This design comes from an exercise in tuning for small area on the open sky130 flow, not from production work.
RTL that was checked went through simulation tests only; none was proved equivalent to the original.
Power figures rest on the tool's default switching activity, not on a simulated workload.

==> flow/design.v (excerpt) <==
module cpmTop(
	input clk,
	input reset_n,
	input rx_wenmiao,
	input rx_fakong,
	input rx_adt,
	output tx_wenmiao,
	output tx_fakong,
	output tx_adt,
	input[7:0]  SJA1000_add_data_i,
	output[7:0] SJA1000_add_data_o,
	output      SJA1000_add_data_oe,
	output can_ale,can_cs_n,can_rd_n,can_wr_n,can_rst,
	output convert_dir
    );
Size in the first run: about 5300 cells after synthesis, about 68000 um2 of cells after synthesis.
make LEC_CHECK=0 ABC_AREA=1 CAP_MARGIN=20 CORE_MARGIN=2 CORE_UTILIZATION=70 CTS_BUF_LIST=sky130_fd_sc_hd__clkbuf_16 CTS_CLUSTER_DIAMETER=80 CTS_CLUSTER_SIZE=25 SLEW_MARGIN=20 finish   # period 20.0 ns
run.sh (not shown) runs the stock make flow with config.mk's settings and CLKGATE_MAP_FILE= SYNTH_SCRIPT=/design/flow/synth_recipe.tcl, a recipe that flattens the netlist after the stock synthesis.
The starting point completed with no timing, DRC or antenna violations.
Change:
--- a/flow/config.mk
+++ b/flow/config.mk
@@ -9,7 +9,7 @@
 export CAP_MARGIN = 20
 export CORE_MARGIN = 2
-export CORE_UTILIZATION = 70
+export CORE_UTILIZATION = 65
 export CTS_BUF_LIST = sky130_fd_sc_hd__clkbuf_16
-export CTS_CLUSTER_DIAMETER = 80
-export CTS_CLUSTER_SIZE = 25
+export CTS_CLUSTER_DIAMETER = 100
+export CTS_CLUSTER_SIZE = 30
 export SLEW_MARGIN = 20
Routed wire length came out lower by roughly a tenth.
Fmax goes up slightly.
Clock skew decreases by 5.6 ps.
Final cell count is higher slightly.
Register-to-register slack gains 210 ps.
Via count fell by a few percent.
Global-route usage decreases by 4.5 points.
Core utilization falls by 5.6 points.
Power went down by a few percent.
Sequential power hardly moves.
Cell area went down slightly.


Setup of v48:
cpmTop, a different RTL version from the one above (not shown whole).
Size: roughly 0.064 sq mm of cells after synthesis.
Design cpmTop, start of the top module:
module cpmTop(
	input clk,
	input reset_n,
	input rx_wenmiao,
	input rx_fakong,
	input rx_adt,
	output tx_wenmiao,
	output tx_fakong,
	output tx_adt,
	input[7:0]  SJA1000_add_data_i,
	output[7:0] SJA1000_add_data_o,
	output      SJA1000_add_data_oe,
	output can_ale,can_cs_n,can_rd_n,can_wr_n,can_rst,
	output convert_dir
    );
	wire		rd_valid;
	reg[7:0]	can_in;		 
	always @ (posedge clk)
		if(rd_valid)	can_in <= SJA1000_add_data_i;
SJA1000 SJA1000_inst (
    .clk(clk),
    .reset_n(reset_n),
    .can_rx_done(),
    .can_rx_data(),
    .can_tx_data(40'd0),
    .can_tx_done(),
    .can_error(),
    .convert_dir(convert_dir),
    .can_in(can_in),
    .can_out(SJA1000_add_data_o),
    .en_out(SJA1000_add_data_oe),
    .rd_valid(rd_valid),
    .can_ale(can_ale),
    .can_wr_n(can_wr_n),
    .can_rd_n(can_rd_n),
    .can_cs_n(can_cs_n),
    .can_rst(can_rst)
    );
	wire		period_start, smp, adt_start;
	wire[6:0]	idx;
	dataControl dc (.clk(clk), .reset_n(reset_n), .period_start(period_start),
					.smp(smp), .idx(idx), .adt_start(adt_start));
	wire[7:0]	w_byte;
	wire		w_valid, w_wr, w_wrl, w_done, w_df;
	wire[1:0]	w_state;
	wire[5:0]	w_cnt;
	rx_frame #(.CW(6), .LEN(8'd57), .SOF_L(8'h9F), .SOF_H(8'hE4)) w_rx (
		.clk(clk), .reset_n(reset_n), .rx(rx_wenmiao), .rx_byte(w_byte), .rx_valid(w_valid),
		.state(w_state), .cnt(w_cnt), .wr(w_wr), .wr_last(w_wrl), .done(w_done), .done_first(w_df));
	reg[5:0]	wcol;
	always @ (posedge clk or negedge reset_n)
		if(!reset_n)			wcol <= 6'd3;
		else if(wcol == 6'd56)	wcol <= 6'd3;
		else					wcol <= wcol + 1'b1;
  ...
clock: 20.0 ns
lec_check: 0
abc_area: 1
cap_margin: 20
core_margin: 2
core_utilization: 65
cts_buf_list: sky130_fd_sc_hd__clkbuf_16
cts_cluster_diameter: 90
cts_cluster_size: 26
slew_margin: 20
> inputs changed (v48 -> v35)
Settings: CORE_UTILIZATION now 70, was 65; CTS_CLUSTER_DIAMETER now 80, was 90; CTS_CLUSTER_SIZE now 28, was 26.
==> comparison <==
- v35 vs. v48: layout clock buffer count went down by about 6%.
- v35 vs. v48: worst ir drop on vdd now smaller; worst path setup slack after routing lower.
- Delta (v35 minus v48): routed wire length went up by 7.9%, aggregate global-route resource usage +3.3 points.
- In the tables for v48 and v35, number of CTS-inserted buffers reads lower with v35.
- v35 reports a higher final critical-path required period than v48 does.
- Number of iterations in the first detailed-routing pass in v35 is 1 above v48.
- As of v35, cell area after layout had fallen slightly compared to v48.
- v35 vs v48 — initial antenna violation count rose 2.
- Comparing v35 with v48, the data required time of the critical path came out essentially unchanged.
Changes in v15 relative to v35:
Settings: swapping 28 for 30 in CTS_CLUSTER_SIZE; swapping 80 for 100 in CTS_CLUSTER_DIAMETER; swapping 70 for 65 in CORE_UTILIZATION.
==> run notes <==
Compared with v35, v15 shows placeable core area higher by about 7.5%. The core of v15 is less densely filled than that of v35. Going from v35 to v15, the routed wire length was found to have gone down by about 7%. On global-route wire length before repair, v15 does better than v35. From v35 to v15 the numbers moved as follows: design area held steady, pin count of the biggest net entering global routing -about 43%.


Another version of the RTL of cpmTop (not shown whole).
For scale: about 5600 cells after synthesis, ~2500 flip-flops, about 70000 µm² of cells after synthesis.
// cpmTop
module cpmTop(
	input clk,
	input reset_n,
	input rx_wenmiao,
	input rx_fakong,
	input rx_adt,
	output tx_wenmiao,
	output tx_fakong,
	output tx_adt,
	input[7:0]  SJA1000_add_data_i,
	output[7:0] SJA1000_add_data_o,
	output      SJA1000_add_data_oe,
	output can_ale,can_cs_n,can_rd_n,can_wr_n,can_rst,
	output convert_dir
    );
	wire		rd_valid;
	reg[7:0]	can_in;
	always @ (posedge clk or negedge reset_n)
		if(!reset_n)		can_in <= 8'd0;
		else if(rd_valid)	can_in <= SJA1000_add_data_i;
SJA1000 SJA1000_inst (
    .clk(clk),
    .reset_n(reset_n),
    .can_rx_done(),
    .can_rx_data(),
    .can_tx_data(40'd0),
    .can_tx_done(),
    .can_error(),
    .convert_dir(convert_dir),
    .can_in(can_in),
    .can_out(SJA1000_add_data_o),
    .en_out(SJA1000_add_data_oe),
    .rd_valid(rd_valid),
    .can_ale(can_ale),
    .can_wr_n(can_wr_n),
    .can_rd_n(can_rd_n),
    .can_cs_n(can_cs_n),
    .can_rst(can_rst)
    );
	wire		period_start, smp, adt_start;
	wire[6:0]	idx;
	dataControl dc (.clk(clk), .reset_n(reset_n), .period_start(period_start),
					.smp(smp), .idx(idx), .adt_start(adt_start));
	wire[7:0]	w_byte;
	wire		w_valid, w_wr, w_wrl, w_done, w_df;
	wire[1:0]	w_state;
	wire[5:0]	w_cnt;
	rx_frame #(.CW(6), .LEN(8'd57), .SOF_L(8'h9F), .SOF_H(8'hE4)) w_rx (
		.clk(clk), .reset_n(reset_n), .rx(rx_wenmiao), .rx_byte(w_byte), .rx_valid(w_valid),
		.state(w_state), .cnt(w_cnt), .wr(w_wr), .wr_last(w_wrl), .done(w_done), .done_first(w_df));
	reg[5:0]	wcol;
	always @ (posedge clk or negedge reset_n)
		if(!reset_n)			wcol <= 6'd3;
		else if(wcol == 6'd56)	wcol <= 6'd3;
  ...
clock: 20.0 ns
lec_check: 0
abc_area: 1
cap_margin: 20
core_margin: 2
core_utilization: 65
cts_buf_list: sky130_fd_sc_hd__clkbuf_16
cts_cluster_diameter: 100
cts_cluster_size: 30
slew_margin: 20
The starting point finished with timing, DRC and antenna clean.
Rerun with:
--- a/flow/config.mk
+++ b/flow/config.mk
@@ -10,6 +10,6 @@
 export CORE_MARGIN = 2
 export CORE_UTILIZATION = 65
-export CTS_BUF_LIST = sky130_fd_sc_hd__clkbuf_16
-export CTS_CLUSTER_DIAMETER = 100
-export CTS_CLUSTER_SIZE = 30
+export CTS_BUF_LIST = sky130_fd_sc_hd__clkbuf_8 sky130_fd_sc_hd__clkbuf_16
+export CTS_CLUSTER_DIAMETER = 60
+export CTS_CLUSTER_SIZE = 20
 export SLEW_MARGIN = 20
Via count came out higher slightly.
Non-clock buffer count does not change.
Die area stays the same.
Synthesized cell count is unchanged.
Worst setup slack loses 0.021 ns.
Sequential share of layout area came out lower by 2.0 points.
Maximum frequency went down slightly.
Power climbs by roughly a tenth.
Function was not checked in any run of this note: the RTL went through the layout flow alone.

[re-timing with driven ports]
Ports are ideal in the flow. The routed layouts listed here were re-timed in OpenROAD. Step 1 sets driving cells, clkbuf_16 on the clock port and buf_2 on the other inputs (assumed; they add their load-dependent delay and slew). Step 2 moves the port delays by t, midway between the first and last clock arrival at a register: inputs arrive t later, outputs are due t later. That takes back most of the time a late clock gives input paths. Three values: no drivers, after step 1, after step 2; two values: the first two.
| run | t, ns | slack for setup (ns) | hold slack, ns | worst setup path at the end | pins driven straight from the clock port |
|---|---|---|---|---|---|
| the first run of note 1 | 0.802 | 14.143 / 14.067 / 13.880 | 0.301 / 0.301 / 0.301 | input, reset recovery | 1 |
| the second run of note 1 | 0.774 | 14.163 / 14.094 / 14.368 | 0.319 / 0.319 / 0.319 | input, reset recovery | 1 |
| v48 | 0.772 | 13.344 / 13.280 / 13.895 | 0.306 / 0.306 / 0.306 | input, reset recovery | 1 |
| v35 | 0.774 | 13.311 / 13.242 / 13.871 | 0.316 / 0.316 / 0.316 | input, reset recovery | 1 |
| v15 | 0.771 | 13.359 / 13.295 / 13.913 | 0.313 / 0.313 / 0.313 | input, reset recovery | 1 |
| the first run of note 3 | 0.774 | 14.148 / 14.075 / 13.597 | 0.316 / 0.316 / 0.316 | input, reset recovery | 1 |
| the second run of note 3 | 0.820 | 14.127 / 14.059 / 13.553 | 0.315 / 0.315 / 0.315 | input, reset recovery | 1 |
After both steps every run listed still meets setup and hold. For the second run of note 3, which loses most, drivers alone change the setup slack by -0.068 ns; drivers and shift together by -0.574 ns. The worst setup slack also covers recovery checks on asynchronous resets.
